What follows belongs to an exercise in optimizing a design on an open flow for small area and a short achievable clock period; a production flow would make more cautious choices. Function was checked by simulation only, so behaviour that the tests miss may differ from the original. Power is estimated from default activity; no workload was simulated.

==> zinc <==
==> flow/design.v (excerpt) <==
module crt4004(
	input   wire            clk,
	input   wire            reset_n,
    output  wire    [7:0]   terminal_bus,
    output  wire    [7:0]   imem_addr,
    input   wire    [31:0]  imem_data,
    output  wire            dmem_we,
    output  wire    [7:0]   dmem_addr,
    output  wire    [31:0]  dmem_wdata,
    input   wire    [31:0]  dmem_rdata
);
    reg  [7:0]  pc;
    assign imem_addr = pc;
    wire [31:0] instr = imem_data;
    wire [4:0]  rs    = instr[25:21];
    wire [4:0]  rt    = instr[20:16];
    wire [4:0]  rd    = instr[15:11];
    wire [15:0] imm   = instr[15:0];
    wire [31:0] simm  = {{16{imm[15]}}, imm};
    wire reg_write, reg_dst, is_beq, is_sw;
    wire sel_sum, sel_and, sel_or, sel_slt, sel_shl, sel_shr, sel_mem;
    wire alu_sub, alu_src;
    cu u_cu (
        .op         (instr[31:26]),
        .funct      (instr[5:0]),
        .reg_write  (reg_write),
        .reg_dst    (reg_dst),
        .is_beq     (is_beq),
        .is_sw      (is_sw),
        .sel_sum    (sel_sum),
        .sel_and    (sel_and),
        .sel_or     (sel_or),
        .sel_slt    (sel_slt),
        .sel_shl    (sel_shl),
        .sel_shr    (sel_shr),
        .sel_mem    (sel_mem),
        .alu_sub    (alu_sub),
        .alu_src    (alu_src)
    );
    wire [31:0] wd;
    wire [31:1] wsel, wsel_n;
    reg  [31:1] valid;
    wire [991:0] rf;
    wrdec u_wrdec (
        .we     (reg_write),
        .addr   (reg_dst ? rd : rt),
        .wsel   (wsel),
        .wsel_n (wsel_n)
    );
    genvar i;
    generate
        for (i = 1; i < 32; i = i + 1) begin : g_reg
            reg  [31:0] q;
            wire [31:0] nxt;
            genvar b;
            for (b = 0; b < 32; b = b + 1) begin : g_bit
                wrbit u_w (.q(q[b]), .d(wd[b]), .we(wsel[i]), .we_n(wsel_n[i]), .y(nxt[b]));
            end
            always @(posedge clk)
                q <= nxt;
            assign rf[32*(i-1) +: 32] = q;
        end
    endgenerate
    always @(posedge clk or negedge reset_n)
    begin
        if (!reset_n)
            valid <= 31'b0;
        else
            valid <= valid | wsel;
    end
  ...
export LEC_CHECK = 0
export CAP_MARGIN = 20
export CORE_MARGIN = 2
export CORE_UTILIZATION = 50
export CTS_CLUSTER_DIAMETER = 80
export CTS_CLUSTER_SIZE = 25
export SETUP_SLACK_MARGIN = 5
export SLEW_MARGIN = 20
export SYNTH_HIERARCHICAL = 1
export TNS_END_PERCENT = 0
create_clock -name core_clock -period 15.0 [get_ports {clk}]
standard.sh (not shown) runs the stock make flow with config.mk's settings and CLKGATE_MAP_FILE= SYNTH_SCRIPT=/design/flow/synth_recipe.tcl, a recipe that flattens the netlist after the stock synthesis.
==> flow/flow/run.sh <==
#!/bin/bash
set -euo pipefail
sed -E 's/SETUP_SLACK_MARGIN=[0-9.]+/SETUP_SLACK_MARGIN=7.5/' standard.sh > standard_margin.sh
grep -q 'SETUP_SLACK_MARGIN=7.5' standard_margin.sh
bash standard_margin.sh > orfs_flow.log 2>&1
==> xenon (differences from zinc) <==
==> flow/run.sh (new file) <==
#!/bin/bash
# synth_recipe.tcl (not shown) runs the flow's synth.tcl, then flattens the netlist and writes it again
# the make line also repeats each setting of config.mk as NAME=value (left out here)
make -C /OpenROAD-flow-scripts/flow DESIGN_CONFIG=/design/flow/config.mk WORK_HOME=/design/flow/orfs CLKGATE_MAP_FILE= SYNTH_SCRIPT=/design/flow/synth_recipe.tcl finish
--- a/flow/config.mk
+++ b/flow/config.mk
@@ -9,3 +9,3 @@
 export CORE_MARGIN = 2
-export CORE_UTILIZATION = 50
+export CORE_UTILIZATION = 65
 export CTS_CLUSTER_DIAMETER = 80
@@ -15,2 +15 @@
 export SYNTH_HIERARCHICAL = 1
-export TNS_END_PERCENT = 0
removed: flow/flow/run.sh
removed: flow/standard.sh
==> comparison table <==
quantity	zinc	xenon
Outcome	finished clean	finished clean
# clk buffers	60	57
Met2 usage	0.6387	0.7578
Fraction of power spent switching nets	0.2839	0.2819
Total wire length	240,200 um	214,900 um
Number of cell instances on the worst register-to-register path	22	21
Final worst path period need	9528 ps	10,130 ps
Final core utilization	0.5840	0.7340
Final HPWL DP	137,500 um	132,100 um
Row count	113	99
Placer's final routability congestion estimate	0.9553	1.018
Clk power	0.00163 W	0.00155 W
Actual slew at the worst max-slew pin	1272 ps	1265 ps
Post-CTS Setup Repair Bufs	101	26
Clk tree area frac	0.02650	0.02603
Number of vias after detailed routing	49,250	49,570
Logic power comb	0.000866 W	0.000842 W
Length of routed wiring on met1	88,920 um	69,370 um
Via count of the first global-routing pass	44,100	44,960
Met3 Routed Length	38,290 um	39,690 um
Area taken by multi-input logic gates	27,630 um2	26,810 um2
Clk_skew	40.88 ps	63.26 ps
Routed met2 length	96,480 um	84,720 um
Maximum VDD drop	0.08360 mV	0.1276 mV
Reg-to-reg startpoint	valid[9]$_DFF_PN0_	valid[16]$_DFF_PN0_
Clock network fraction of total power	0.275	0.265

-- port drivers added, routing unchanged --
The results above use ideal ports. As a check the final layouts listed here were re-extracted and re-timed, cells and wires unchanged. Step 1 sets driving cells, clkbuf_16 on the clock port and buf_2 on the other inputs (assumed; they add their load-dependent delay and slew). Step 2 times the ports against the registers' clock, not the clock port: input delays grow and output delays shrink by t, the midpoint of the rising clock arrivals with the driver on. Three values: ideal ports, drivers, drivers and shift; two values: the first two.
run	t, ns	setup slack, ns	slew at the worst register clock pin (ns)	pins driven straight from the clock port
zinc	0.784	5.472 / 5.360 / 4.907	0.11 / 0.11	1
xenon	0.766	4.872 / 4.847 / 4.215	0.11 / 0.11	1
After both steps every run listed still meets setup and hold. The setup slack of xenon, which loses most, moves by -0.025 ns with the drivers and by -0.657 ns with both steps.
